This design comes from an exercise in tuning for small area on the open sky130 flow, not from production work. In this exercise RTL edits were held to simulation tests only and were not proved equivalent to the original. Power is estimated from default activity; no workload was simulated.

<file path="flow/run.sh">
#!/bin/bash
# The standard layout with two changes:
# - the synthesis maps with an area-oriented ABC script (flow/abc_area.script);
#   everything else in it is the standard flow's own synthesis script (synth_recipe.tcl)
# - clock tree synthesis adds no dummy loads (inverters that drive nothing)
set -euo pipefail
HERE=$(pwd)
cat > "$HERE/area_synth.tcl" <<EOT
proc abc {args} {
  set i [lsearch -exact \$args -script]
  if {\$i >= 0} { set args [lreplace \$args [expr {\$i+1}] [expr {\$i+1}] $HERE/flow/abc_area.script] }
  yosys abc {*}\$args
}
source $HERE/synth_recipe.tcl
EOT
bash standard.sh SYNTH_SCRIPT="$HERE/area_synth.tcl" \
  CTS_ARGS="-sink_clustering_enable -repair_clock_nets -dont_use_dummy_load -sink_clustering_size 16 -sink_clustering_max_diameter 50 -buf_list sky130_fd_sc_hd__clkbuf_8" \
  finish > standard.log 2>&1
</file>
<file path="config.mk">
export PLATFORM = sky130hd
export DESIGN_NAME = top
export DESIGN_NICKNAME = top
export VERILOG_FILES = /design/flow/design.v
export SDC_FILE = /design/flow/constraint.sdc
export NUM_CORES = 4
export LEC_CHECK = 0
export ABC_AREA = 1
export CAP_MARGIN = 20
export CORE_MARGIN = 2
export CORE_UTILIZATION = 75
export GPL_ROUTABILITY_DRIVEN = 0
export GPL_TIMING_DRIVEN = 0
export SLEW_MARGIN = 20
</file>
<file path="constraint.sdc">
create_clock -name core_clock -period 10.0 [get_ports {clk}]
set_input_delay 2.0000 -clock core_clock [delete_from_list [all_inputs] [get_ports {clk}]]
set_output_delay 2.0000 -clock core_clock [all_outputs]
set_load 0.01 [all_outputs]
</file>
<file path="flow/abc_area.script">
strash
dch -f
amap -m -F 3 -A 10
topo
stime -c
</file>
<file path="standard.sh">
#!/bin/bash
# synth_recipe.tcl (not shown) runs the flow's synth.tcl, then flattens the netlist and writes it again
# the make line also repeats each setting of config.mk as NAME=value (left out here)
make -C /OpenROAD-flow-scripts/flow DESIGN_CONFIG=/design/flow/config.mk WORK_HOME=/design/flow/orfs CLKGATE_MAP_FILE= SYNTH_SCRIPT=/design/flow/synth_recipe.tcl "${@:-finish}"
</file>
<file path="design.v">
module top(
	input						clk,
	input						rst_n,
	input 	[8-1:0]	pixel_in,
	input						valid_in,
	input	[2-1:0]color_in,
	input						last_col_in,
	input						last_pic_in,
	input	[3-1:0]	mode_in,
	output 	[8-1:0]	pixel_out,
	output						valid_out,
	output  [2-1:0]color_out,
	output						last_col_out,
	output						last_pic_out,
	output						finish_operation
);
	reg	[8-1:0]	pixel_in_reg;    
	reg						valid_in_reg;    
	reg	[2-1:0]color_in_reg;    
	reg						last_col_in_reg; 
	reg						last_pic_in_reg; 
	reg	[3-1:0]	mode_reg;       
	reg	[8-1:0]	pixel_out_reg,   n_pixel_out_reg;
	reg						valid_out_reg,   n_valid_out_reg;
	reg	[2-1:0]color_out_reg,   n_color_out_reg;
	reg						last_col_out_reg,n_last_col_out_reg;
	reg						last_pic_out_reg,n_last_pic_out_reg;
	reg						finish_reg, n_finish_reg;
	assign pixel_out   		= pixel_out_reg;
	assign valid_out   		= valid_out_reg;
	assign color_out   		= color_out_reg;
	assign last_col_out		= last_col_out_reg;
	assign last_pic_out		= last_pic_out_reg;
	assign finish_operation = finish_reg;
	localparam  r_mean_local = 8'b00010110;
	localparam  g_mean_local = 8'b00100110;
	localparam  b_mean_local = 8'b00010110;
	localparam 	k_r_local = 16'b0000000100111010;
	localparam 	k_g_local = 16'b0000000010110101;
	localparam 	k_b_local = 16'b0000000100111010;
	wire 	[8-1:0]	pixel_in_dem;
	wire 						valid_in_dem;
	wire 	[2-1:0]color_in_dem;
	wire 						last_col_in_dem;
	wire 						last_pic_in_dem;
	wire 	[8-1:0]	pixel_out_dem;
	wire 						valid_out_dem;
	wire 	[2-1:0]color_out_dem;
	wire 						last_col_out_dem;
	wire 						last_pic_out_dem;
	assign pixel_in_dem		= mode_reg == 3'd6 || mode_reg == 3'd0 ? pixel_in_reg : 8'd0;
	assign valid_in_dem		= mode_reg == 3'd6 || mode_reg == 3'd0 ? valid_in_reg : 1'b0;		
	assign color_in_dem		= mode_reg == 3'd6 || mode_reg == 3'd0 ? color_in_reg : 2'd3;		
	assign last_col_in_dem	= mode_reg == 3'd6 || mode_reg == 3'd0 ? last_col_in_reg : 1'b0;	
	assign last_pic_in_dem	= mode_reg == 3'd6 || mode_reg == 3'd0 ? last_pic_in_reg : 1'b0;	
	wire 	[8-1:0]	pixel_in_den;
	wire 						valid_in_den;
	wire 	[2-1:0]color_in_den;
	wire 						last_col_in_den;
	wire 						last_pic_in_den;
	wire 	[8-1:0]	pixel_out_den;
	wire 						valid_out_den;
	wire 	[2-1:0]color_out_den;
	wire 						last_col_out_den;
	wire 						last_pic_out_den;
	assign pixel_in_den		= mode_reg == 3'd1 ? pixel_in_reg : pixel_out_dem;
	assign valid_in_den		= mode_reg == 3'd1 ? valid_in_reg : valid_out_dem;		
	assign color_in_den		= mode_reg == 3'd1 ? color_in_reg : color_out_dem;
	assign last_col_in_den	= mode_reg == 3'd1 ? last_col_in_reg	: last_col_out_dem;
	assign last_pic_in_den	= mode_reg == 3'd1 ? last_pic_in_reg	: last_pic_out_dem;
	wire 	[8-1:0]	pixel_in_mean;
	wire 						valid_in_mean;
	wire 	[2-1:0]color_in_mean;
	wire 						last_pic_in_mean;
	wire 	[8-1:0]	r_mean_out_mean;
	wire 	[8-1:0]	g_mean_out_mean;
	wire 	[8-1:0]	b_mean_out_mean;
	wire 						valid_out_mean;
	wire 	[2-1:0]color_out_mean;
	wire 						last_pic_out_mean;
	wire 						finish_out_mean;
	assign pixel_in_mean	=  mode_reg == 3'd2 ? pixel_in_reg : pixel_out_den;
	assign valid_in_mean	=  mode_reg == 3'd2 ? valid_in_reg : valid_out_den;		
	assign color_in_mean	=  mode_reg == 3'd2 ? color_in_reg : color_out_den;
	assign last_pic_in_mean	=  mode_reg == 3'd2 ? last_pic_in_reg	: last_pic_out_den;
	wire 						valid_in_gain;
	wire 	[8-1:0]	r_mean_in_gain;
	wire 	[8-1:0]	g_mean_in_gain;
	wire 	[8-1:0]	b_mean_in_gain;
	wire 						valid_out_gain;
	wire 	[11:0]	k_r_out_gain;
	wire 	[11:0]	k_g_out_gain;
	wire 	[11:0]	k_b_out_gain;
	assign valid_in_gain 	= mode_reg == 3'd3 ? valid_in_reg : finish_out_mean;
	assign r_mean_in_gain	= mode_reg == 3'd3 ? r_mean_local : r_mean_out_mean;
	assign g_mean_in_gain	= mode_reg == 3'd3 ? g_mean_local : g_mean_out_mean;
	assign b_mean_in_gain	= mode_reg == 3'd3 ? b_mean_local : b_mean_out_mean;
	wire						valid_value_in_wb;
	wire 	[8-1:0]	pixel_in_wb;
	wire 	[2-1:0]color_in_wb;
	wire						valid_gain_in_wb;
	wire 						last_pic_in_wb;
	wire 	[16-1:0]	k_r_in_wb;
	wire 	[16-1:0]	k_g_in_wb;
	wire 	[16-1:0]	k_b_in_wb;
	wire						valid_value_out_wb;
	wire 	[8-1:0]	pixel_out_wb;
	wire 	[2-1:0]color_out_wb;
	wire 						last_pic_out_wb;
	assign valid_value_in_wb	= valid_in_reg;
	assign pixel_in_wb			= pixel_in_reg; 
	assign color_in_wb			= color_in_reg;
	assign last_pic_in_wb		= last_pic_in_reg;
	assign valid_gain_in_wb		= mode_reg == 3'd4 ? last_col_in : valid_out_gain;  
	assign k_r_in_wb			= mode_reg == 3'd4 ? k_r_local :  k_r_out_gain;
	assign k_g_in_wb			= mode_reg == 3'd4 ? k_g_local :  k_g_out_gain;
	assign k_b_in_wb			= mode_reg == 3'd4 ? k_b_local :  k_b_out_gain;
	wire 	[8-1:0]	pixel_in_gamma;
	wire 						valid_in_gamma;
	wire 	[2-1:0]color_in_gamma;
	wire 						last_pic_in_gamma;
	wire 	[8-1:0]	pixel_out_gamma;
	wire 						valid_out_gamma;
	wire 	[2-1:0]color_out_gamma;
	wire 						last_pic_out_gamma;
	assign pixel_in_gamma 		= mode_reg == 3'd5 ? pixel_in_reg : pixel_out_wb;
	assign valid_in_gamma		= mode_reg == 3'd5 ? valid_in_reg : valid_value_out_wb;
	assign color_in_gamma		= mode_reg == 3'd5 ? color_in_reg : color_out_wb;
	assign last_pic_in_gamma	= mode_reg == 3'd5 ? last_pic_out_reg : last_pic_out_wb;
	reg last_col_d;
	wire [8-1:0] pixel_in_d;
	wire last_pic_d;
	always@(posedge clk) begin
		pixel_in_reg <= pixel_in;
		last_col_in_reg <= last_col_in;
		last_col_d <= last_col_in_reg;
	end
demosaic demosaic(
	.clk(clk),
	.rst_n(rst_n),
	.valid(valid_in_dem),
	.data_in_r(pixel_in_d),
	.end_col_r(last_col_d),
	.end_pic_r(last_pic_d),
	.RGB_valid(valid_out_dem),
	.RGB_data(pixel_out_dem),
	.color(color_out_dem),
	.col_last(last_col_out_dem),
	.pic_last(last_pic_out_dem)
);
denoise denoise(
	.clk(clk),
	.rst_n(rst_n),
	.pixel_in(pixel_in_den),
	.valid_in(valid_in_den),
	.last_col_in(last_col_in_den),
	.last_pic_in(last_pic_in_den),
	.pixel_out(pixel_out_den),
	.valid_out(valid_out_den),
	.color_out(color_out_den),
	.last_col_out(last_col_out_den),
	.last_pic_out(last_pic_out_den)
);
Mean mean(
	.clk(clk), 
	.rst_n(rst_n),
	.valid_i(valid_in_mean),   
	.color_i(color_in_mean),
	.value_i(pixel_in_mean),
	.last_i(last_pic_in_mean),  
	.r_mean_o(r_mean_out_mean),
	.g_mean_o(g_mean_out_mean),
	.b_mean_o(b_mean_out_mean),
	.valid_o(valid_out_mean),	 
	.color_o(color_out_mean),	 
	.last_o(last_pic_out_mean),	 
	.finish_o(finish_out_mean)
);
Gain gain(
	.clk(clk),
	.rst_n(rst_n),
	.valid_i(valid_in_gain),
	.r_mean_i(r_mean_in_gain),
	.g_mean_i(g_mean_in_gain),
	.b_mean_i(b_mean_in_gain),
	.K_R_o(k_r_out_gain),
	.K_G_o(k_g_out_gain),
	.K_B_o(k_b_out_gain),
	.valid_gain_o(valid_out_gain)  
	);
WB wb(
	.clk(clk),
	.rst_n(rst_n),
	.valid_value_i(valid_value_in_wb),  
	.color_i(color_in_wb),
	.value_i(pixel_in_wb),
	.valid_gain_i(valid_gain_in_wb),
	.last_i(last_pic_in_wb),
	.K_R(k_r_in_wb[11:4]),
	.K_G(k_g_in_wb[11:4]),
	.K_B(k_b_in_wb[11:4]),
	.value_r(pixel_in_d),
	.last_tmp(last_pic_d),
	.value_o(pixel_out_wb),
	.valid_o(valid_value_out_wb),
	.color_o(color_out_wb),
	.last_o(last_pic_out_wb)
	);
gamma_122 gamma(
	.clk(clk),
	.rst_n(rst_n),
	.pixel_in(pixel_in_gamma),
	.valid_in(valid_in_gamma),
	.color_in(color_in_gamma),
	.last_pic_in(last_pic_in_gamma),
	.pixel_out(pixel_out_gamma),
	.valid_out(valid_out_gamma),
	.color_out(color_out_gamma),
	.last_pic_out(last_pic_out_gamma)
);
always@(*) begin
	n_pixel_out_reg = pixel_out_reg;
	n_valid_out_reg = valid_out_reg;
	n_color_out_reg = color_out_reg;
	n_last_col_out_reg = 1'b0;
	n_last_pic_out_reg = 1'b0;
	n_finish_reg = 1'b0; 
	case(mode_reg)
		3'd0:begin
			n_pixel_out_reg =    pixel_out_dem;
			n_valid_out_reg =    valid_out_dem;
			n_color_out_reg =    color_out_dem;
			n_last_col_out_reg = last_col_out_dem;
			n_last_pic_out_reg = last_pic_out_dem;
			n_finish_reg = color_out_dem == 2'd2 && last_col_out_dem; 
		end
		3'd1:begin
			n_pixel_out_reg =    pixel_out_den;
			n_valid_out_reg =    valid_out_den;
			n_color_out_reg =    color_out_den;
			n_last_col_out_reg = last_col_out_den;
			n_last_pic_out_reg = last_pic_out_den;
			n_finish_reg = color_out_den == 2'd2 && last_col_out_den; 
		end
		3'd2:begin
			n_pixel_out_reg =    color_out_mean == 2'd0 ? r_mean_out_mean :
								 color_out_mean == 2'd1 ? g_mean_out_mean :
								 b_mean_out_mean;
			n_valid_out_reg =    valid_out_mean;
			n_color_out_reg =    color_out_mean;
			n_last_pic_out_reg = last_pic_out_mean;
			n_finish_reg = finish_out_mean; 
		end
		3'd3:begin
			n_pixel_out_reg = 	 k_r_out_gain;
			n_valid_out_reg =    valid_out_gain;
			n_color_out_reg =    2'd0;
			n_last_pic_out_reg = 1'b0;
			n_finish_reg = valid_out_gain; 
		end
		3'd4:begin
			n_pixel_out_reg = 	 pixel_out_wb;
			n_valid_out_reg =    valid_value_out_wb;
			n_color_out_reg =    color_out_wb;
			n_last_pic_out_reg = last_pic_out_wb;
			n_finish_reg = color_out_wb == 2'd2 && last_pic_out_wb; 
		end
		3'd5: begin
			n_pixel_out_reg = 	 pixel_out_gamma;
			n_valid_out_reg = 	 valid_out_gamma;
			n_color_out_reg = 	 color_out_gamma;
			n_last_pic_out_reg = last_pic_out_gamma;
			n_finish_reg	= 	 color_out_gamma == 2'd2 && last_pic_out_gamma;
		end
		3'd6: begin
			n_pixel_out_reg = 	 pixel_out_den;   
			n_valid_out_reg =    valid_out_den;  
			n_color_out_reg =    color_out_den;  
			n_last_col_out_reg = last_col_out_den;
			n_last_pic_out_reg = last_pic_out_den;
			n_finish_reg = valid_out_gain; 
		end
		3'd7: begin
			n_pixel_out_reg =    pixel_out_gamma;
			n_valid_out_reg = 	 valid_out_gamma;
			n_color_out_reg = 	 color_out_gamma;
			n_last_pic_out_reg = last_pic_out_gamma;
			n_finish_reg	= 	 color_out_gamma == 2'd2 && last_pic_out_gamma;
		end
	endcase
end
always@(posedge clk or negedge rst_n) begin
	if(!rst_n) begin
		valid_in_reg    <= 0;
		color_in_reg    <= 2'd3;
		last_pic_in_reg <= 0;
		mode_reg		<= 3'd0;
		pixel_out_reg	<= 0 ;  
		valid_out_reg	<= 0;
		color_out_reg	<= 2'd3;   
		last_col_out_reg <= 0;
		last_pic_out_reg <= 0;
		finish_reg 		<=  0;
	end 
	else begin
		valid_in_reg 	<= valid_in;
		color_in_reg 	<= color_in;
		last_pic_in_reg <=  last_pic_in;
		mode_reg 		<= mode_in;
		pixel_out_reg 	<= n_pixel_out_reg;
		valid_out_reg 	<= n_valid_out_reg;
		color_out_reg 	<= n_color_out_reg;
		last_col_out_reg <= n_last_col_out_reg;
		last_pic_out_reg <= n_last_pic_out_reg;
		finish_reg 		<=  n_finish_reg;
	end
end
endmodule
module demosaic(
        clk,
        rst_n,
        valid,           
        data_in_r,       
        end_col_r,       
        end_pic_r,       
        RGB_valid,
        RGB_data,
        color,
        col_last,
        pic_last
        );
input           clk;
input           rst_n;
input           valid;
input   [7:0]   data_in_r;
input           end_col_r;
input           end_pic_r;
output          RGB_valid;
output  [7:0]   RGB_data;
output  [1:0]   color;
output          col_last;
output          pic_last;
localparam  P_INIT1 = 2'd0;
localparam  P_INIT2 = 2'd1;
localparam  P_NEW   = 2'd2;
localparam  P_PAT   = 2'd3;
localparam  L_IDLE  = 2'd0;
localparam  L_R     = 2'd1;
localparam  L_G     = 2'd2;
localparam  L_B     = 2'd3;
reg         valid_r;
reg [1:0]   phase_r;
reg         ctype_r;         
reg [2:0]   counter_r;
reg [1:0]   lstate_r;
reg [127:0] xs;              
reg [8:0]   s1_r, s2_r;      
reg [7:0]   r_n, g_n, b_n;
reg         cl_buf, pl_buf;
reg         RGB_valid_r;
reg [7:0]   RGB_data_r;
reg [1:0]   color_r;
reg         col_last_r;
reg         pic_last_r;
assign RGB_valid = RGB_valid_r;
assign RGB_data = RGB_data_r;
assign color = color_r;
assign col_last = col_last_r;
assign pic_last = pic_last_r;
wire [7:0]  x8   = xs[63:56];
wire [7:0]  x9   = xs[71:64];
wire [7:0]  x10  = xs[79:72];
wire [7:0]  x16  = xs[127:120];
wire [8:0]  s0   = data_in_r + x16;
wire [8:0]  ver  = x8 + x10;
wire [9:0]  ud   = s0 + s2_r;
wire [9:0]  hv   = s1_r + ver;
wire [7:0]  vX   = ud[9:2];
wire [7:0]  vY   = hv[9:2];
wire [7:0]  vH   = s1_r[8:1];
wire [7:0]  vV   = ver[8:1];
wire [7:0]  vC   = x9;
wire        odd  = counter_r[0];
reg  [7:0]  r_w, g_w, b_w;
always @(*) begin
    g_w = (ctype_r ^ odd) ? vC : vY;
    case ({ctype_r, odd})
        2'b00: begin r_w = vX; b_w = vC; end    
        2'b01: begin r_w = vH; b_w = vV; end    
        2'b10: begin r_w = vV; b_w = vH; end    
        default: begin r_w = vC; b_w = vX; end  
    endcase
end
wire        load = valid_r && (lstate_r == L_IDLE || lstate_r == L_B);
wire        pat  = (phase_r == P_PAT);
always @(posedge clk) begin
    if (valid_r) begin
        xs <= {xs[119:0], data_in_r};
        s1_r <= s0;
        s2_r <= s1_r;
    end
    r_n <= r_w;
    cl_buf <= end_col_r;
    pl_buf <= end_pic_r;
    if (load) begin
        g_n <= g_w;
        b_n <= b_w;
    end
end
always @(posedge clk or negedge rst_n) begin
    if (!rst_n) begin
        valid_r <= 1'b0;
        phase_r <= P_INIT1;
        ctype_r <= 1'b0;
        counter_r <= 3'd0;
        lstate_r <= L_IDLE;
        RGB_valid_r <= 1'b0;
        RGB_data_r <= 8'd0;
        color_r <= 2'd0;
        col_last_r <= 1'b0;
        pic_last_r <= 1'b0;
    end
    else begin
        valid_r <= valid;
        if (valid_r) begin
            case (phase_r)
                P_INIT1: begin
                    counter_r <= counter_r + 3'd1;
                    if (counter_r == 3'd7) phase_r <= P_INIT2;
                end
                P_INIT2: begin
                    counter_r <= counter_r + 3'd1;
                    if (counter_r == 3'd7) begin
                        phase_r <= P_NEW;
                        ctype_r <= 1'b0;
                    end
                end
                P_NEW: begin
                    counter_r <= counter_r + 3'd1;
                    if (counter_r[0]) phase_r <= P_PAT;
                end
                default: begin
                    if (end_col_r) begin
                        phase_r <= P_INIT1;
                        counter_r <= 3'd0;
                    end
                    else begin
                        counter_r <= counter_r + 3'd1;
                        if (counter_r == 3'd7) begin
                            phase_r <= P_NEW;
                            ctype_r <= ~ctype_r;
                        end
                    end
                end
            endcase
        end
        case (lstate_r)
            L_IDLE: begin
                RGB_valid_r <= 1'b0;
                col_last_r <= 1'b0;
                pic_last_r <= 1'b0;
                if (load && pat) lstate_r <= L_R;
            end
            L_R: begin
                lstate_r <= L_G;
                RGB_valid_r <= 1'b1;
                RGB_data_r <= r_n;
                color_r <= 2'd0;
                col_last_r <= cl_buf;
                pic_last_r <= pl_buf;
            end
            L_G: begin
                lstate_r <= L_B;
                RGB_valid_r <= 1'b1;
                RGB_data_r <= g_n;
                color_r <= 2'd1;
            end
            default: begin
                lstate_r <= (load && pat) ? L_R : L_IDLE;
                RGB_valid_r <= 1'b1;
                RGB_data_r <= b_n;
                color_r <= 2'd2;
            end
        endcase
    end
end
endmodule
module denoise(
	input			clk,
	input			rst_n,
	input 	[8-1:0]	pixel_in,
	input			valid_in,
	input			last_col_in,
	input			last_pic_in,
	output 	[8-1:0]	pixel_out,
	output			valid_out,
	output  [2-1:0]	color_out,
	output			last_col_out,
	output			last_pic_out
);
localparam INIT_12 	= 2'd0;
localparam INIT_2	= 2'd1;
localparam OUT 		= 2'd3;
localparam VOID		= 2'd3;
reg	[7:0]	pixel_in_reg;
reg			valid_in_reg;
reg			last_col_in_reg;
reg			last_pic_in_reg;
reg	[7:0]	pixel_out_reg;
reg			valid_out_reg;
reg	[1:0]	color_out_reg;
reg			last_col_out_reg;
reg			last_pic_out_reg;
assign pixel_out = pixel_out_reg;
assign valid_out = valid_out_reg;
assign color_out = color_out_reg;
assign last_col_out = last_col_out_reg;
assign last_pic_out = last_pic_out_reg;
reg [1:0]	state_0;
reg [2:0]	counter_0;
reg [1:0]	valid_count_0;
reg			init_12_last_flag;
reg			last_col_1, last_col_2;
reg			last_pic_1, last_pic_2;
reg [1:0]	oc_1, oc_2;			 
reg [11:0]	s9_1;
reg [7:0]	q_2;				 
reg [287:0]	line;				 
reg			full18, full36;		 
reg [9:0]	s6_0, s3_0, s6_1, s3_1, s6_2, s3_2;
wire		adv  = valid_in_reg && valid_count_0 == 2'd2;
wire		wrap = counter_0 == 3'd5;
wire [7:0]	pos8 = full18 ? line[143:136] : 8'd0;
wire [7:0]	pos7 = full36 ? line[287:280] : 8'd0;
wire [9:0]	h    = pos7 + pos8 + pixel_in_reg;
wire [11:0]	sum9 = h + s3_0 + s6_0;
reg  [1:0]	qh;
reg  [3:0]	rh;
reg  [4:0]	qt;
reg  [5:0]	ql;
reg  [3:0]	rl;
integer		di;
always @(*) begin
	rh = sum9[11:8];
	for (di = 7; di >= 6; di = di - 1) begin
		qt = {rh, sum9[di]};
		qh[di-6] = qt >= 5'd9;
		rh = qh[di-6] ? qt - 5'd9 : qt[3:0];
	end
	rl = s9_1[9:6];
	for (di = 5; di >= 0; di = di - 1) begin
		qt = {rl, s9_1[di]};
		ql[di] = qt >= 5'd9;
		rl = ql[di] ? qt - 5'd9 : qt[3:0];
	end
end
wire [7:0]	q_1  = {s9_1[11:10], ql};
wire		upd = valid_in_reg && (state_0 == OUT || state_0 == INIT_2);
always @(posedge clk) begin
	if (valid_in_reg) line <= {line[279:0], pixel_in_reg};
end
always @(posedge clk or negedge rst_n) begin
	if(!rst_n) begin
		pixel_in_reg  <= 0;
		valid_in_reg  <= 0;
		last_col_in_reg   <= 0;
		last_pic_in_reg   <= 0;
		pixel_out_reg <= 0;
		valid_out_reg <= 0;
		color_out_reg <= 0;
		last_col_out_reg  <= 0;
		last_pic_out_reg  <= 0;
		state_0 <= INIT_12;
		counter_0 <= 0;
		valid_count_0 <= 0;
		init_12_last_flag <= 0;
		last_col_1 <= 0;
		last_col_2 <= 0;
		last_pic_1 <= 0;
		last_pic_2 <= 0;
		oc_1 <= VOID;
		oc_2 <= VOID;
		s9_1 <= 0;
		q_2 <= 0;
		full18 <= 0;
		full36 <= 0;
		s6_0 <= 0;
		s3_0 <= 0;
		s6_1 <= 0;
		s3_1 <= 0;
		s6_2 <= 0;
		s3_2 <= 0;
	end
	else begin
		pixel_in_reg  <= pixel_in;
		valid_in_reg  <= valid_in;
		last_col_in_reg   <= last_col_in;
		last_pic_in_reg   <= last_pic_in;
		init_12_last_flag <= state_0 == INIT_12 ? ((valid_count_0 == 2'd2 && wrap) ? 1'b1 : init_12_last_flag) : 1'b0;
		case (state_0)
			INIT_12: begin
				if (adv && wrap && init_12_last_flag) state_0 <= INIT_2;
				if (adv) counter_0 <= wrap ? 3'd0 : counter_0 + 3'd1;
			end
			INIT_2: begin
				if (adv && counter_0 == 3'd1) state_0 <= OUT;
				if (adv) counter_0 <= counter_0 + 3'd1;
			end
			default: begin
				if (adv && wrap) state_0 <= last_col_1 ? INIT_12 : INIT_2;
				if (adv) counter_0 <= wrap ? 3'd0 : counter_0 + 3'd1;
			end
		endcase
		if (valid_in_reg) begin
			valid_count_0 <= valid_count_0 == 2'd2 ? 2'd0 : valid_count_0 + 2'd1;
			if (valid_count_0 == 2'd2 && wrap) begin
				full18 <= 1'b1;
				if (full18) full36 <= 1'b1;
			end
		end
		if (valid_in_reg) begin
			s6_0 <= s6_1;
			s3_0 <= s3_1;
			s6_1 <= s6_2;
			s3_1 <= s3_2;
			s6_2 <= upd ? h : s6_0;
			s3_2 <= upd ? s6_0 : s3_0;
		end
		oc_1 <= (valid_in_reg && state_0 == OUT) ? valid_count_0 : VOID;
		s9_1 <= {qh, rh, sum9[5:0]};
		last_col_1 <= last_col_in_reg;
		last_pic_1 <= last_pic_in_reg;
		oc_2 <= oc_1;
		q_2 <= q_1;
		last_col_2 <= last_col_1;
		last_pic_2 <= last_pic_1;
		pixel_out_reg <= q_2;
		valid_out_reg <= oc_2 != VOID;
		color_out_reg <= oc_2;
		last_col_out_reg <= last_col_2;
		last_pic_out_reg <= last_pic_2;
	end
end
endmodule
module Mean(
	clk,
	rst_n,
	valid_i,
	color_i,
	value_i,
	last_i,
	r_mean_o,
	g_mean_o,
	b_mean_o,
	valid_o,
	color_o,
	last_o,
	finish_o
	);
	localparam RED = 2'd0;
	localparam GREEN = 2'd1;
	localparam BLUE = 2'd2;
	input clk, rst_n, valid_i, last_i;
	input [1:0] color_i;
	input [7:0] value_i;
	output valid_o, last_o;
	output reg finish_o;
	output [1:0] color_o;
	output [7:0] r_mean_o, g_mean_o, b_mean_o;
	reg valid_r, last_r;
	reg [1:0] color_r;
	reg [7:0] value_r, value_d;
	reg valid_tmp, last_tmp, finish_tmp;
	reg [1:0] color_tmp;
	reg [1:0] last_state_r;
	reg [27:0] acc_r, acc_g, acc_b;
	assign valid_o = valid_tmp;
	assign last_o = last_tmp;
	assign color_o = color_tmp;
	assign r_mean_o = acc_r[27:20];
	assign g_mean_o = acc_g[27:20];
	assign b_mean_o = acc_b[27:20];
	reg [7:0] lo_sel;
	always @(*) begin
		case (color_tmp)
			RED:     lo_sel = acc_r[7:0];
			GREEN:   lo_sel = acc_g[7:0];
			default: lo_sel = acc_b[7:0];
		endcase
	end
	wire [8:0] lo_sum = lo_sel + value_d;
	wire sel_r = valid_tmp && color_tmp == RED;
	wire sel_g = valid_tmp && color_tmp == GREEN;
	wire sel_b = valid_tmp && color_tmp == BLUE;
	always @(posedge clk) begin
		value_r <= value_i;
		value_d <= value_r;
	end
	always @(posedge clk or negedge rst_n) begin
		if (~rst_n) begin
			valid_r <= 0;
			last_r <= 0;
			color_r <= 0;
			valid_tmp <= 0;
			last_tmp <= 0;
			color_tmp <= 0;
			finish_tmp <= 0;
			finish_o <= 0;
			last_state_r <= 0;
			acc_r <= 0;
			acc_g <= 0;
			acc_b <= 0;
		end
		else begin
			valid_r <= valid_i;
			last_r <= last_i;
			color_r <= color_i;
			valid_tmp <= valid_r;
			last_tmp <= last_r;
			color_tmp <= color_r;
			finish_o <= finish_tmp;
			finish_tmp <= last_state_r == 2'd3 ? 1'b1 :
			              last_state_r == 2'd0 ? 1'b0 : finish_o;
			case (last_state_r)
				2'd3: last_state_r <= 2'd0;
				default: if (last_i) last_state_r <= last_state_r + 2'd1;
			endcase
			if (sel_r) acc_r[7:0] <= lo_sum[7:0];
			if (sel_g) acc_g[7:0] <= lo_sum[7:0];
			if (sel_b) acc_b[7:0] <= lo_sum[7:0];
			acc_r[27:8] <= acc_r[27:8] + (sel_r & lo_sum[8]);
			acc_g[27:8] <= acc_g[27:8] + (sel_g & lo_sum[8]);
			acc_b[27:8] <= acc_b[27:8] + (sel_b & lo_sum[8]);
		end
	end
endmodule
module gain_div(
	input             clk,
	input             rst_n,
	input             valid_r,
	input      [7:0]  mean_i,
	input      [7:0]  k_mean,      
	output reg [11:0] k_prev,      
	output reg        finish
	);
	localparam IDLE = 2'd0;
	localparam FIND = 2'd1;
	localparam CALC = 2'd2;
	localparam DONE = 2'd3;
	reg [1:0]  state;
	reg [3:0]  counter;
	reg [2:0]  msb;
	reg [7:0]  dv;        
	reg [8:0]  rem;
	reg        calc_d;
	reg        ge_d;
	wire       found = dv[msb];
	wire [9:0] diff  = {1'b0, rem} - {2'b0, dv};
	wire       ge    = ~diff[9];
	wire [7:0] rem_s = ge ? diff[7:0] : rem[7:0];
	wire [2:0] sh    = 3'd7 - msb;
	always @(posedge clk) begin
		ge_d <= ge;
		counter <= state == FIND ? {1'b0, msb} : counter + 4'd1;
		case (state)
			IDLE: if (!valid_r) rem <= {1'b0, k_mean};
			DONE: rem <= {1'b0, k_mean};
			CALC: rem <= {rem_s, 1'b0};
			default: ;
		endcase
	end
	always @(posedge clk or negedge rst_n) begin
		if (~rst_n) begin
			state   <= IDLE;
			msb     <= 3'd7;
			finish  <= 0;
			dv      <= 0;
			calc_d  <= 0;
			k_prev  <= 0;
		end
		else begin
			calc_d <= state == CALC;
			if (calc_d) k_prev <= {k_prev[10:0], ge_d};
			case (state)
				IDLE: begin
					if (valid_r) state <= FIND;
					else         dv <= mean_i;
				end
				FIND: begin
					if (found) begin
						state   <= CALC;
						dv      <= dv << sh;
					end
					else msb <= msb - 3'd1;
				end
				CALC: begin
					if (counter == 4'd15) begin
						state   <= DONE;
						dv      <= (dv >> 1) >> sh;
					end
				end
				default: begin
					finish <= 1'b1;
					state  <= IDLE;
				end
			endcase
		end
	end
endmodule
module Gain(
	clk,
	rst_n,
	valid_i,
	r_mean_i,
	g_mean_i,
	b_mean_i,
	K_R_o,
	K_G_o,
	K_B_o,
	valid_gain_o
	);
	input clk, rst_n, valid_i;
	input [7:0] r_mean_i, g_mean_i, b_mean_i;
	output valid_gain_o;
	output [11:0] K_R_o, K_G_o, K_B_o;	 
	wire [9:0]  msum = r_mean_i + g_mean_i + b_mean_i;
	wire [7:0]  kmean = msum / 2'd3;
	reg valid_r;
	wire finish_R, finish_G, finish_B;
	assign valid_gain_o = finish_R & finish_G & finish_B;
	gain_div div_r(.clk(clk), .rst_n(rst_n), .valid_r(valid_r), .mean_i(r_mean_i),
		.k_mean(kmean), .k_prev(K_R_o), .finish(finish_R));
	gain_div div_g(.clk(clk), .rst_n(rst_n), .valid_r(valid_r), .mean_i(g_mean_i),
		.k_mean(kmean), .k_prev(K_G_o), .finish(finish_G));
	gain_div div_b(.clk(clk), .rst_n(rst_n), .valid_r(valid_r), .mean_i(b_mean_i),
		.k_mean(kmean), .k_prev(K_B_o), .finish(finish_B));
	always@(posedge clk or negedge rst_n) begin
		if(~rst_n) begin
			valid_r  	<= 0;
		end
		else begin
			valid_r  	<= valid_i;
		end
	end
endmodule
module WB(
	clk,
	rst_n,
	valid_value_i,
	color_i,
	value_i,
	valid_gain_i,
	last_i,
	K_R,
	K_G,
	K_B,
	value_r,
	last_tmp,
	value_o,
	valid_o,
	color_o,
	last_o
	);
	input clk, rst_n, valid_value_i, valid_gain_i, last_i;
	input [1:0] color_i;
	input [7:0] value_i;
	input [7:0] K_R, K_G, K_B;		 
	output reg [7:0] value_r;
	output reg last_tmp;
	output reg valid_o;
	output [1:0] color_o;
	output reg last_o;
	output reg [7:0] value_o;
	reg valid_tmp;
	reg [1:0] color_r, color_tmp;
	reg [7:0] k_sel;
	assign color_o = color_tmp;
	wire valid_w = valid_value_i & valid_gain_i;
	reg [7:0] k_w;
	always @(*) begin
		if (!valid_w) k_w = 8'd0;
		else case (color_i)
			2'd0: k_w = K_R;
			2'd1: k_w = K_G;
			2'd2: k_w = K_B;
			default: k_w = 8'd1;
		endcase
	end
	wire [15:0] value_tmp = k_sel * value_r;
	wire [7:0] value_tmp_2 = value_tmp[15:12] != 4'd0 ? 8'hff : value_tmp[11:4];
	always @(posedge clk) value_r <= value_i;
	always @(posedge clk or negedge rst_n) begin
		if(~rst_n) begin
			valid_tmp <= 1'd0;
			color_r 	<= 2'd0;
			color_tmp 	<= 2'd0;
			k_sel 	<= 8'd0;
			last_o 	<= 0;
			last_tmp<= 0;
			valid_o <= 0;
			value_o	<= 0;
		end
		else begin
			valid_tmp <= valid_w;
			color_r 	<= color_i;
			color_tmp 	<= color_r;
			k_sel 	<= k_w;
			last_tmp <= last_i;
			last_o 	<= last_tmp;
			valid_o <= valid_tmp;
			value_o <= value_tmp_2;
		end
	end
endmodule
module gamma_122(
	input			clk,
	input			rst_n,
	input 	[8-1:0]	pixel_in,
	input			valid_in,
	input	[2-1:0]	color_in,
	input			last_pic_in,
	output 	[8-1:0]	pixel_out,
	output			valid_out,
	output  [2-1:0]	color_out,
	output			last_pic_out
);
reg	[8-1:0]	pixel_in_reg;
reg						valid_in_reg;
reg	[2-1:0]				color_in_reg;
reg						last_pic_in_reg;
reg	[8-1:0]	pixel_out_reg, n_pixel_out_reg;
reg						valid_out_reg, n_valid_out_reg;
reg	[2-1:0]				color_out_reg, n_color_out_reg;
reg						last_pic_out_reg, n_last_pic_out_reg;
assign pixel_out = pixel_out_reg;
assign valid_out = valid_out_reg;
assign color_out = color_out_reg;
assign last_pic_out = last_pic_out_reg;
always@(*) begin
	n_valid_out_reg = valid_in_reg;
	n_color_out_reg = color_in_reg;
	n_last_pic_out_reg = last_pic_in_reg;
end
reg [7:0] gd;
always@(*) begin
	case(pixel_in_reg)
		8'd0: gd = 8'd0;
		8'd1: gd = 8'd20;
		8'd2: gd = 8'd27;
		8'd3: gd = 8'd32;
		8'd4: gd = 8'd36;
		8'd5: gd = 8'd40;
		8'd6: gd = 8'd43;
		8'd7: gd = 8'd46;
		8'd8: gd = 8'd48;
		8'd9: gd = 8'd51;
		8'd10: gd = 8'd53;
		8'd11: gd = 8'd56;
		8'd12: gd = 8'd57;
		8'd13: gd = 8'd59;
		8'd14: gd = 8'd61;
		8'd15: gd = 8'd63;
		8'd16: gd = 8'd64;
		8'd17: gd = 8'd66;
		8'd18: gd = 8'd67;
		8'd19: gd = 8'd69;
		8'd20: gd = 8'd70;
		8'd21: gd = 8'd71;
		8'd22: gd = 8'd72;
		8'd23: gd = 8'd74;
		8'd24: gd = 8'd75;
		8'd25: gd = 8'd76;
		8'd26: gd = 8'd77;
		8'd27: gd = 8'd78;
		8'd28: gd = 8'd79;
		8'd29: gd = 8'd80;
		8'd30: gd = 8'd81;
		8'd31: gd = 8'd82;
		8'd32: gd = 8'd83;
		8'd33: gd = 8'd84;
		8'd34: gd = 8'd85;
		8'd35: gd = 8'd86;
		8'd36: gd = 8'd86;
		8'd37: gd = 8'd88;
		8'd38: gd = 8'd88;
		8'd39: gd = 8'd89;
		8'd40: gd = 8'd89;
		8'd41: gd = 8'd91;
		8'd42: gd = 8'd91;
		8'd43: gd = 8'd92;
		8'd44: gd = 8'd92;
		8'd45: gd = 8'd93;
		8'd46: gd = 8'd94;
		8'd47: gd = 8'd95;
		8'd48: gd = 8'd95;
		8'd49: gd = 8'd96;
		8'd50: gd = 8'd96;
		8'd51: gd = 8'd97;
		8'd52: gd = 8'd97;
		8'd53: gd = 8'd98;
		8'd54: gd = 8'd98;
		8'd55: gd = 8'd99;
		8'd56: gd = 8'd100;
		8'd57: gd = 8'd101;
		8'd58: gd = 8'd101;
		8'd59: gd = 8'd102;
		8'd60: gd = 8'd102;
		8'd61: gd = 8'd103;
		8'd62: gd = 8'd103;
		8'd63: gd = 8'd104;
		8'd64: gd = 8'd104;
		8'd65: gd = 8'd104;
		8'd66: gd = 8'd104;
		8'd67: gd = 8'd105;
		8'd68: gd = 8'd105;
		8'd69: gd = 8'd106;
		8'd70: gd = 8'd106;
		8'd71: gd = 8'd107;
		8'd72: gd = 8'd107;
		8'd73: gd = 8'd108;
		8'd74: gd = 8'd108;
		8'd75: gd = 8'd109;
		8'd76: gd = 8'd109;
		8'd77: gd = 8'd109;
		8'd78: gd = 8'd109;
		8'd79: gd = 8'd110;
		8'd80: gd = 8'd110;
		8'd81: gd = 8'd111;
		8'd82: gd = 8'd111;
		8'd83: gd = 8'd112;
		8'd84: gd = 8'd111;
		8'd85: gd = 8'd112;
		8'd86: gd = 8'd112;
		8'd87: gd = 8'd113;
		8'd88: gd = 8'd113;
		8'd89: gd = 8'd114;
		8'd90: gd = 8'd113;
		8'd91: gd = 8'd114;
		8'd92: gd = 8'd114;
		8'd93: gd = 8'd115;
		8'd94: gd = 8'd115;
		8'd95: gd = 8'd115;
		8'd96: gd = 8'd115;
		8'd97: gd = 8'd116;
		8'd98: gd = 8'd116;
		8'd99: gd = 8'd116;
		8'd100: gd = 8'd116;
		8'd101: gd = 8'd117;
		8'd102: gd = 8'd117;
		8'd103: gd = 8'd117;
		8'd104: gd = 8'd117;
		8'd105: gd = 8'd118;
		8'd106: gd = 8'd118;
		8'd107: gd = 8'd118;
		8'd108: gd = 8'd118;
		8'd109: gd = 8'd119;
		8'd110: gd = 8'd119;
		8'd111: gd = 8'd119;
		8'd112: gd = 8'd119;
		8'd113: gd = 8'd120;
		8'd114: gd = 8'd119;
		8'd115: gd = 8'd120;
		8'd116: gd = 8'd120;
		8'd117: gd = 8'd120;
		8'd118: gd = 8'd120;
		8'd119: gd = 8'd121;
		8'd120: gd = 8'd121;
		8'd121: gd = 8'd121;
		8'd122: gd = 8'd121;
		8'd123: gd = 8'd122;
		8'd124: gd = 8'd121;
		8'd125: gd = 8'd122;
		8'd126: gd = 8'd122;
		8'd127: gd = 8'd122;
		8'd128: gd = 8'd122;
		8'd129: gd = 8'd123;
		8'd130: gd = 8'd122;
		8'd131: gd = 8'd123;
		8'd132: gd = 8'd123;
		8'd133: gd = 8'd123;
		8'd134: gd = 8'd123;
		8'd135: gd = 8'd123;
		8'd136: gd = 8'd123;
		8'd137: gd = 8'd124;
		8'd138: gd = 8'd123;
		8'd139: gd = 8'd124;
		8'd140: gd = 8'd124;
		8'd141: gd = 8'd124;
		8'd142: gd = 8'd124;
		8'd143: gd = 8'd125;
		8'd144: gd = 8'd124;
		8'd145: gd = 8'd125;
		8'd146: gd = 8'd124;
		8'd147: gd = 8'd125;
		8'd148: gd = 8'd125;
		8'd149: gd = 8'd125;
		8'd150: gd = 8'd125;
		8'd151: gd = 8'd125;
		8'd152: gd = 8'd125;
		8'd153: gd = 8'd126;
		8'd154: gd = 8'd125;
		8'd155: gd = 8'd126;
		8'd156: gd = 8'd125;
		8'd157: gd = 8'd126;
		8'd158: gd = 8'd126;
		8'd159: gd = 8'd126;
		8'd160: gd = 8'd126;
		8'd161: gd = 8'd126;
		8'd162: gd = 8'd126;
		8'd163: gd = 8'd127;
		8'd164: gd = 8'd126;
		8'd165: gd = 8'd127;
		8'd166: gd = 8'd126;
		8'd167: gd = 8'd127;
		8'd168: gd = 8'd126;
		8'd169: gd = 8'd127;
		8'd170: gd = 8'd127;
		8'd171: gd = 8'd127;
		8'd172: gd = 8'd127;
		8'd173: gd = 8'd127;
		8'd174: gd = 8'd127;
		8'd175: gd = 8'd127;
		8'd176: gd = 8'd127;
		8'd177: gd = 8'd128;
		8'd178: gd = 8'd127;
		8'd179: gd = 8'd128;
		8'd180: gd = 8'd127;
		8'd181: gd = 8'd128;
		8'd182: gd = 8'd127;
		8'd183: gd = 8'd128;
		8'd184: gd = 8'd127;
		8'd185: gd = 8'd128;
		8'd186: gd = 8'd127;
		8'd187: gd = 8'd128;
		8'd188: gd = 8'd128;
		8'd189: gd = 8'd128;
		8'd190: gd = 8'd128;
		8'd191: gd = 8'd128;
		8'd192: gd = 8'd128;
		8'd193: gd = 8'd128;
		8'd194: gd = 8'd128;
		8'd195: gd = 8'd128;
		8'd196: gd = 8'd128;
		8'd197: gd = 8'd128;
		8'd198: gd = 8'd128;
		8'd199: gd = 8'd128;
		8'd200: gd = 8'd128;
		8'd201: gd = 8'd128;
		8'd202: gd = 8'd128;
		8'd203: gd = 8'd128;
		8'd204: gd = 8'd128;
		8'd205: gd = 8'd128;
		8'd206: gd = 8'd128;
		8'd207: gd = 8'd128;
		8'd208: gd = 8'd128;
		8'd209: gd = 8'd128;
		8'd210: gd = 8'd128;
		8'd211: gd = 8'd128;
		8'd212: gd = 8'd128;
		8'd213: gd = 8'd128;
		8'd214: gd = 8'd128;
		8'd215: gd = 8'd128;
		8'd216: gd = 8'd128;
		8'd217: gd = 8'd128;
		8'd218: gd = 8'd128;
		8'd219: gd = 8'd128;
		8'd220: gd = 8'd128;
		8'd221: gd = 8'd128;
		8'd222: gd = 8'd128;
		8'd223: gd = 8'd128;
		8'd224: gd = 8'd128;
		8'd225: gd = 8'd128;
		8'd226: gd = 8'd128;
		8'd227: gd = 8'd128;
		8'd228: gd = 8'd128;
		8'd229: gd = 8'd128;
		8'd230: gd = 8'd128;
		8'd231: gd = 8'd128;
		8'd232: gd = 8'd128;
		8'd233: gd = 8'd128;
		8'd234: gd = 8'd128;
		8'd235: gd = 8'd128;
		8'd236: gd = 8'd128;
		8'd237: gd = 8'd128;
		8'd238: gd = 8'd128;
		8'd239: gd = 8'd128;
		8'd240: gd = 8'd128;
		8'd241: gd = 8'd128;
		8'd242: gd = 8'd128;
		8'd243: gd = 8'd128;
		8'd244: gd = 8'd127;
		8'd245: gd = 8'd128;
		8'd246: gd = 8'd127;
		8'd247: gd = 8'd128;
		8'd248: gd = 8'd127;
		8'd249: gd = 8'd128;
		8'd250: gd = 8'd127;
		8'd251: gd = 8'd128;
		8'd252: gd = 8'd127;
		8'd253: gd = 8'd128;
		8'd254: gd = 8'd127;
		8'd255: gd = 8'd128;
		default: gd = 8'd0;
	endcase
	n_pixel_out_reg = {1'b0, pixel_in_reg[7:1]} + 8'd128 + gd + 8'd128;
end
always@(posedge clk or negedge rst_n)
	if(!rst_n) begin
		pixel_in_reg <= 0;
		valid_in_reg <= 0;
		color_in_reg <= 0;
		last_pic_in_reg <= 0;
		pixel_out_reg <= 0;
		valid_out_reg <= 0;
		color_out_reg <= 0;
		last_pic_out_reg <= 0;
	end
	else begin
		pixel_in_reg <= pixel_in;
		valid_in_reg <= valid_in;
		color_in_reg <= color_in;
		last_pic_in_reg <= last_pic_in;
		pixel_out_reg <= n_pixel_out_reg;
		valid_out_reg <= n_valid_out_reg;
		color_out_reg <= n_color_out_reg;
		last_pic_out_reg <= n_last_pic_out_reg;
	end
endmodule
</file>
==> run_results.csv, run 1 <==
group,metric,value,unit
floorplan,floorplan.die.width,236,um
yosys,main_flop_type_after_synthesis,"sky130_fd_sc_hd__edfxtp_1",
timing,finalSetupTns,0,ns
yosys,async_flop_share,0.422,
drt,routed-via-count,27400,
setup_path,timing.setup.critical_path_class,"flip-flop to flip-flop",
setup_path,max_fo_critical_path,15,
yosys,synth-xor-area-share,0.000867,
floorplan,design.die.area,55800,sq um
drt,avgRoutedWirePerCell,20.6,um
floorplan,core.rowCount,85,
timing,number_of_hold_violations_in_the_final_report,0,
drt,post-route-drc-count,0,
timing,finalCritPeriodShare,0.959,
clocking,clock_insertion_delay_worst_skew,0.71,ns
clocking,tritoncts.num_buffers,80,
yosys,yosys_warnings,8,
drt,detail_route.iter0.violations,3314,
yosys,synth_enable_flop_cells,477,
placement,dpl_cell_area,42000,sq um
clocking,path_clk_slew,0.09,ns
timing,slew_headroom,0.306,
final_layout,most_frequent_standard_cell_in_the_layout_excluding_fill_and_tap_cells,"sky130_fd_sc_hd__edfxtp_1",
clocking,cts.root.buffer_cell,"sky130_fd_sc_hd__clkbuf_8",
power_and_ir_drop,p_per_area,323,nW/um^2
clocking,tritoncts,"done",
timing,final-setup-viol-count,0,
setup_path,slowest_stage,"sky130_fd_sc_hd__fa_1",
power_and_ir_drop,static_leakage,16.5,nW
global_routing,grt_start_max_net_pins,105,
final_layout,multiInputGateArea,13500,sq um
final_layout,seq_area,25300,sq um
yosys,largest_family_of_logic_cells_by_synthesized_area,"compound AO/OA/AOI/OAI gates",
drt,totalWireLength,86.8,mm
timing,post-route-min-period,9.59,ns
setup_path,rrSetupSlack,0.41,ns
run_status,run_status,"complete, no violations",
final_layout,final_layout_size_suffix_gt1_frac,0.0408,
setup_path,path_common_cell,"sky130_fd_sc_hd__nor2_1",
yosys,netlist_area,40400,sq um
global_routing,first_pass_grt_wire_length,139,mm
yosys,syn_area_per_cell,12.0,sq um
worst_hold_path,hold_class,"flip-flop to flip-flop",
yosys,mux_share_of_post_synthesis_cell_area,0.000248,
final_layout,final_cell_mix,"sky130_fd_sc_hd__edfxtp_1, sky130_fd_sc_hd__clkinv_1, sky130_fd_sc_hd__nor2_1, sky130_fd_sc_hd__dfrtp_1, sky130_fd_sc_hd__a21oi_1",
yosys,synthAdderAreaFrac,0.0938,
setup_path,crit_path_start_kind,"flip-flop",
timing,fmax,104,MHz
job,cap_viol_max_count,0,
yosys,yosysSeqAreaShare,0.626,
final_layout,final_nets,3793,
floorplan,pin_count,32,
yosys,synth_cells,3371,
clocking,cts_max_level,3,
final_layout,syn2layout_area_growth,6.99,%
placement,port_buffers,31,
drt,viasPerCell,6.51,
global_routing,initial_antenna_violation_count,4,
setup_path,slowest_delay,0.47,ns
placement,detailed_placement_wirelength_estimate,61.7,mm
setup_path,critPathCaptureType,"flip-flop",
final_layout,design_area,43200,sq um
timing,report.final.slew_viol_count,0,
final_layout,largest_reg_flops,288,
clocking,cts_num_sinks,927,
clocking,clock_tree.buffer_depth,3,
setup_path,cp_data_arrival_time,9.98,ns
yosys,synth_compound_gate_area_share,0.162,
final_layout,final.fill_count,2965,
global_routing,vias_in_the_first_global_route,26900,
yosys,post_synth_main_area_contributors,"sky130_fd_sc_hd__edfxtp_1, sky130_fd_sc_hd__dfrtp_1, sky130_fd_sc_hd__ha_1",
drt,antenna_left,0,
yosys,synth_simple_gate_area_share,0.0754,
clocking,post_cts_hold_buffer_count,0,
final_layout,biggestRegsByFlops,"denoise.line x288, demosaic.xs x128",
power_and_ir_drop,vdd_drop_max,308,uV
global_routing,grt_remaining_overflow,0,
final_layout,regMostFlops,"denoise.line",
floorplan,floorplan.initialDensity,0.755,
yosys,postSynthNetCount,3657,
yosys,synthDominantCellAreaShare,0.354,
yosys,synth.ff_latch_count,927,
yosys,post-synth-top-area-cell,"sky130_fd_sc_hd__edfxtp_1",
global_routing,track_usage,0.317,
floorplan,floorplan.core_area,53500,sq um
timing,finalHoldWorstSlack,0.280,ns
setup_path,worst_ep_required_time,10.39,ns
yosys,ys_types,52,
drt,firstDrtPassIters,9,
timing,finClkSkew,0.0906,ns
timing,worst_pin_slew,1.04,ns
floorplan,die_height,236,um
## final timing paths
check / depth (start not counted) / endpoint / from
max in group asynchronous: 3 / color_in_reg[0] / rst_n
worst max register to register: 46 / gain.div_g.rem[0] / mode_reg[0]
min in group asynchronous: 1 / valid_out_reg / rst_n
worst min-delay path: 0 / denoise.last_col_out_reg / denoise.last_col_2
worst min register to register: 0 / denoise.last_col_out_reg / denoise.last_col_2
worst max-delay path: 46 / gain.div_g.rem[0] / mode_reg[0]
## synthesized netlist by cell type, types with 4 or more instances
| library cell | instances |
|---|---|
| sky130_fd_sc_hd__o22a_1 | 116 |
| sky130_fd_sc_hd__nand2_1 | 176 |
| sky130_fd_sc_hd__nor4_1 | 6 |
| sky130_fd_sc_hd__o22ai_1 | 193 |
| sky130_fd_sc_hd__a31oi_1 | 20 |
| sky130_fd_sc_hd__ha_1 | 210 |
| sky130_fd_sc_hd__a22oi_1 | 31 |
| sky130_fd_sc_hd__a211oi_1 | 9 |
| sky130_fd_sc_hd__dfstp_2 | 17 |
| sky130_fd_sc_hd__a21boi_0 | 7 |
| sky130_fd_sc_hd__a32o_1 | 4 |
| sky130_fd_sc_hd__or2_0 | 13 |
| sky130_fd_sc_hd__o2111ai_1 | 4 |
| sky130_fd_sc_hd__o21bai_1 | 19 |
| sky130_fd_sc_hd__nor2_1 | 412 |
| sky130_fd_sc_hd__nor2b_1 | 21 |
| sky130_fd_sc_hd__clkinv_1 | 448 |
| sky130_fd_sc_hd__and3_1 | 7 |
| sky130_fd_sc_hd__nand2b_1 | 8 |
| sky130_fd_sc_hd__edfxtp_1 | 477 |
| sky130_fd_sc_hd__o32ai_1 | 12 |
| sky130_fd_sc_hd__o221ai_1 | 30 |
| sky130_fd_sc_hd__nand3_1 | 37 |
| sky130_fd_sc_hd__o32a_1 | 4 |
| sky130_fd_sc_hd__fa_1 | 58 |
| sky130_fd_sc_hd__o21a_1 | 20 |
| sky130_fd_sc_hd__a22o_1 | 19 |
| sky130_fd_sc_hd__dfxtp_1 | 59 |
| sky130_fd_sc_hd__a21o_1 | 24 |
| sky130_fd_sc_hd__a222oi_1 | 42 |
| sky130_fd_sc_hd__o211ai_1 | 6 |
| sky130_fd_sc_hd__a21oi_1 | 259 |
| sky130_fd_sc_hd__dfrtp_1 | 374 |
| sky130_fd_sc_hd__a221oi_1 | 9 |
| sky130_fd_sc_hd__o21ai_0 | 129 |
| sky130_fd_sc_hd__nor3_1 | 53 |
| sky130_fd_sc_hd__or3_1 | 4 |
| sky130_fd_sc_hd__a32oi_1 | 10 |
## power breakdown
group / leakage [nW] / switching (W) / internal, W
clock network: 0.575 / 0.00112 / 0.000714
logic: 6.17 / 0.00355 / 0.00207
registers: 9.79 / 0.000804 / 0.00569
## critical path, delay by kind of cell, from the launching register on
kind,cells,cell delay (ns)
AO/OA/AOI/OAI,23,4.83
adder cells (fa/ha/maj),3,1.02
buffers and inverters,7,1.32
flip-flops,1,0.43
AND/OR/NAND/NOR,13,1.70
## routing by layer
| layer | share of wire | GRT usage | vias to the layer above |
|---|---|---|---|
| met4 | 0.046 | 0.134 | 0 |
| met5 | 0 | 0 | - |
| met2 | 0.47 | 0.504 | 1330 |
| met3 | 0.083 | 0.0541 | 311 |
| met1 | 0.40 | 0.441 | 13200 |
| li1 | - | - | 12600 |
## timing repair
item	4_1_cts	5_1_grt
resized for setup	9	6
setup endpoints to repair	6	3
buffers inserted	1	5
pin swaps	1	3
## cell type report
cell class / instances / area share
Sequential cell: 927 / 0.586
Clock buffer: 80 / 0.0255
Tap cell: 696 / 0.0201
Multi-Input combinational cell: 1996 / 0.313
Inverter: 448 / 0.0390
Antenna cell: 5 / 0.000289
Timing Repair Buffer: 54 / 0.0168
## metrics by stage
stage / cells / power, W / setup slack (ns) / util
final: 4206 / 0.0140 / 0.412 / 0.808
after global routing: 4202 / 0.0149 / -0.0764 / 0.808
after CTS: 4196 / 0.0139 / 0.0640 / 0.807
after detailed placement: 4115 / 0.0120 / -1.56 / 0.785
after global placement: 4098 / 0.0115 / -10.78 / 0.777
after floorplan: 3371 / 0.0104 / 0.403 / -
## cells by family (layout without fill, tap and decap cells)
group / Yosys count / after routing
DFF: 927 / 927
AOI/OAI and AO/OA: 983 / 983
adders and majority gates: 268 / 268
other: 0 / 5
buffers and inverters: 448 / 582
xor gates and xnor gates: 4 / 4
muxes: 1 / 1
and+or+nand+nor: 740 / 740
==> inputs of run 2 (changes only) <==
--- a/config.mk
+++ b/config.mk
@@ -10,5 +10,3 @@
 export CORE_MARGIN = 2
 export CORE_UTILIZATION = 75
-export GPL_ROUTABILITY_DRIVEN = 0
-export GPL_TIMING_DRIVEN = 0
 export SLEW_MARGIN = 20
==> run_results.csv, run 2 <==
group,metric,value,unit
run_status,run_status,"complete, no violations",
global_routing,grt_remaining_overflow,0,
drt,viasPerCell,6.71,
setup_path,slowest_stage,"sky130_fd_sc_hd__o31ai_2",
yosys,synthDominantCellAreaShare,0.354,
floorplan,core.rowCount,85,
timing,worst_pin_slew,1.15,ns
final_layout,antenna-diode-count,0,
worst_hold_path,hold_class,"flip-flop to flip-flop",
setup_path,worst-path-stages,48,
final_layout,biggestRegsByFlops,"denoise.line x288, demosaic.xs x128",
yosys,syn_area_per_cell,12.0,sq um
global_routing,grt_util_met3,0.0634,
setup_path,endpoint,"gain.div_b.rem[0]",
global_routing,vias_in_the_first_global_route,28200,
final_layout,largest_reg_flops,288,
setup_path,timing.rr.start,"mode_reg[1]",
clocking,cts_num_sinks,927,
drt,totalWireLength,97.6,mm
setup_path,worst_ep_required_time,10.37,ns
yosys,yosysSeqAreaShare,0.626,
global_routing,grt.busiest_layer,"met2",
yosys,netlist_top_cells_count,"sky130_fd_sc_hd__edfxtp_1, sky130_fd_sc_hd__clkinv_1, sky130_fd_sc_hd__nor2_1",
yosys,synth.ff_latch_count,927,
setup_path,reg2reg_depth,48,
drt,post-route-drc-count,0,
floorplan,floorplan.die.width,236,um
drt,antenna_left,0,
setup_path,cp_data_arrival_time,9.50,ns
yosys,async_flop_share,0.422,
drt,detail_route.iter0.violations,3541,
job,cap_viol_max_count,0,
final_layout,final_cell_mix,"sky130_fd_sc_hd__edfxtp_1, sky130_fd_sc_hd__clkinv_1, sky130_fd_sc_hd__nor2_1, sky130_fd_sc_hd__dfrtp_1, sky130_fd_sc_hd__a21oi_1",
power_and_ir_drop,total_power,0.0143,W
yosys,postSynthNetCount,3657,
timing,fmax,110,MHz
clocking,clock_tree.buffer_depth,3,
timing,rsz0062_at_grt,"no",
power_and_ir_drop,vdd_drop_max,338,uV
timing,finalCritPeriodShare,0.913,
final_layout,regMostFlops,"denoise.line",
yosys,yosys_warnings,8,
clocking,tritoncts,"done",
setup_path,critPathCaptureType,"flip-flop",
setup_path,timing.setup.critical_path_class,"flip-flop to flip-flop",
setup_path,path_delay_family,"compound AO/OA/AOI/OAI gates",
final_layout,final.fill_count,2877,
setup_path,path_common_cell,"sky130_fd_sc_hd__nor2_1",
drt,routed-via-count,28200,
yosys,netlist_area,40400,sq um
drt,firstDrtPassIters,8,
yosys,synth_cells,3371,
worst_hold_path,timing.hold.worst.start,"denoise.q_2[1]",
yosys,ys_types,52,
global_routing,grt_start_max_net_pins,219,
placement,place_congestion,0.983,
timing,report.final.slew_viol_count,0,
timing,finClkSkew,0.0778,ns
yosys,library_cell_with_the_highest_instance_count_after_synthesis,"sky130_fd_sc_hd__edfxtp_1",
timing,final-setup-viol-count,0,
yosys,post_synth_main_area_contributors,"sky130_fd_sc_hd__edfxtp_1, sky130_fd_sc_hd__dfrtp_1, sky130_fd_sc_hd__ha_1",
floorplan,pin_count,32,
timing,number_of_hold_violations_in_the_final_report,0,
global_routing,first_pass_grt_wire_length,154,mm
final_layout,most_frequent_standard_cell_in_the_layout_excluding_fill_and_tap_cells,"sky130_fd_sc_hd__edfxtp_1",
timing,slew_headroom,0.225,
global_routing,track_usage,0.358,
timing,finalSetupTns,0,ns
setup_path,max_fo_critical_path,8,
timing,post-route-min-period,9.13,ns
placement,port_buffers,31,
setup_path,worst_r2r_endpoint,"gain.div_b.rem[0]",
global_routing,initial_antenna_violation_count,3,
floorplan,design.die.area,55800,sq um
final_layout,syn2layout_area_growth,6.41,%
power_and_ir_drop,p_per_area,333,nW/um^2
yosys,post-synth-top-area-cell,"sky130_fd_sc_hd__edfxtp_1",
placement,detailed_placement_wirelength_estimate,68.6,mm
yosys,synth_enable_flop_cells,477,
setup_path,crit_start,"mode_reg[1]",
final_layout,final_layout_size_suffix_gt1_frac,0.0379,
floorplan,die_height,236,um
setup_path,crit_path_start_kind,"flip-flop",
power_and_ir_drop,static_leakage,16.5,nW
yosys,main_flop_type_after_synthesis,"sky130_fd_sc_hd__edfxtp_1",
setup_path,critPathBufInv,8,
clocking,cts_max_level,3,
floorplan,floorplan.initialDensity,0.755,
setup_path,slowest_delay,0.40,ns
setup_path,rrSetupSlack,0.87,ns
clocking,tritoncts.num_buffers,83,
drt,avgRoutedWirePerCell,23.2,um
clocking,clock_insertion_delay_worst_skew,0.70,ns
global_routing,gr-usage-met2,0.573,
floorplan,floorplan.core_area,53500,sq um
final_layout,final_nets,3794,
clocking,cts.root.buffer_cell,"sky130_fd_sc_hd__clkbuf_8",
clocking,path_clk_slew,0.09,ns
global_routing,grt.met1_usage,0.482,
-- run 2: cell counts after synthesis --
Identical to the previous run, type by type.
-- run 2: how the worst min path moves through the flow --
stage,to,slack (ns),depth (start not counted)
floorplan,mean.value_d[0],0.31,0
global placement,mean.value_d[7],0.32,0
detailed placement,mean.value_d[7],0.31,0
CTS,denoise.pixel_out_reg[1],0.31,0
global route,denoise.pixel_out_reg[4],0.32,0
finish,denoise.pixel_out_reg[1],0.33,0
-- run 2: metrics by stage --
stage | hold WS [ns] | instances | setup WS [ns] | area (sq um) | util
3_3_place_gp | 0.315 | 4117 | 0.797 | 41800 | 0.781
4_1_cts | 0.307 | 4200 | 0.236 | 42900 | 0.802
3_5_place_dp | 0.315 | 4117 | 0.347 | 41800 | 0.781
6_report | 0.332 | 4202 | 0.869 | 43000 | 0.804
2_1_floorplan | 0.310 | 3371 | 0.403 | 40400 | -
5_1_grt | 0.324 | 4202 | 0.0827 | 43000 | 0.804
-- run 2: what timing repair did --
item,4_1_cts,5_1_grt
hold buffers,0,0
gates resized for setup,0,7
setup endpoints to repair,0,6
setup buffers,0,1
-- run 2: cells by family (layout without fill, tap and decap cells) --
group,Yosys count,after routing,share of synthesized area
flops,927,927,0.626
xor+xnor,4,4,0.000867
buf+inv,448,583,0.0416
fa+ha+maj,268,268,0.0938
simple gates,740,740,0.0754
compound gates,983,983,0.162
mux,1,1,0.000248
-- run 2: power by group --
group	switching (W)	internal (W)
combinational	0.00382	0.00204
clock	0.00115	0.000740
sequential	0.000854	0.00570
-- run 2: layer usage --
metal,part of all wire,up-vias,routed length (um)
met5,0.00011,-,11
met4,0.056,2,5440
met3,0.083,383,8140
met2,0.48,1539,46600
met1,0.38,13700,37400
li1,-,12600,-
-- run 2: worst register-to-register path: cells and delay by family (launching register included) --
kind	cells	cell delay [ns]
DFF	1	0.38
adders and majority gates	2	0.57
AOI/OAI and AO/OA	23	4.83
buffers and inverters	8	1.25
and+or+nand+nor	15	1.80
-- run 2: area by class of cell --
type / instances / area (sq um) / share of cell area
clock buffer: 83 / 1140 / 0.0266
inverter: 448 / 1680 / 0.0391
multi-input combinational: 1996 / 13500 / 0.313
sequential: 927 / 25300 / 0.589
tap: 696 / 871 / 0.0203
timing repair buffer: 52 / 529 / 0.0123

-- what the ideal ports hide --
The results above use ideal ports. As a check the final layouts listed here were re-extracted and re-timed, cells and wires unchanged. Step 1 assumes that a clkbuf_16 drives the clock port and a buf_2 every other input. Step 2, shift: input delay + t, output delay - t, t = (earliest + latest rising clock arrival at the registers) / 2. This alone moves slack from input paths to output paths. a / b / c = ideal ports / drivers / drivers and shift; a / b = the first two.
run | shift t [ns] | slack for setup (ns) | pins driven straight from the clock port
run 1 | 0.726 | 0.412 / 0.412 / 0.412 | 1
run 2 | 0.725 | 0.869 / 0.869 / 0.869 | 1
After both steps every run listed still meets setup and hold.
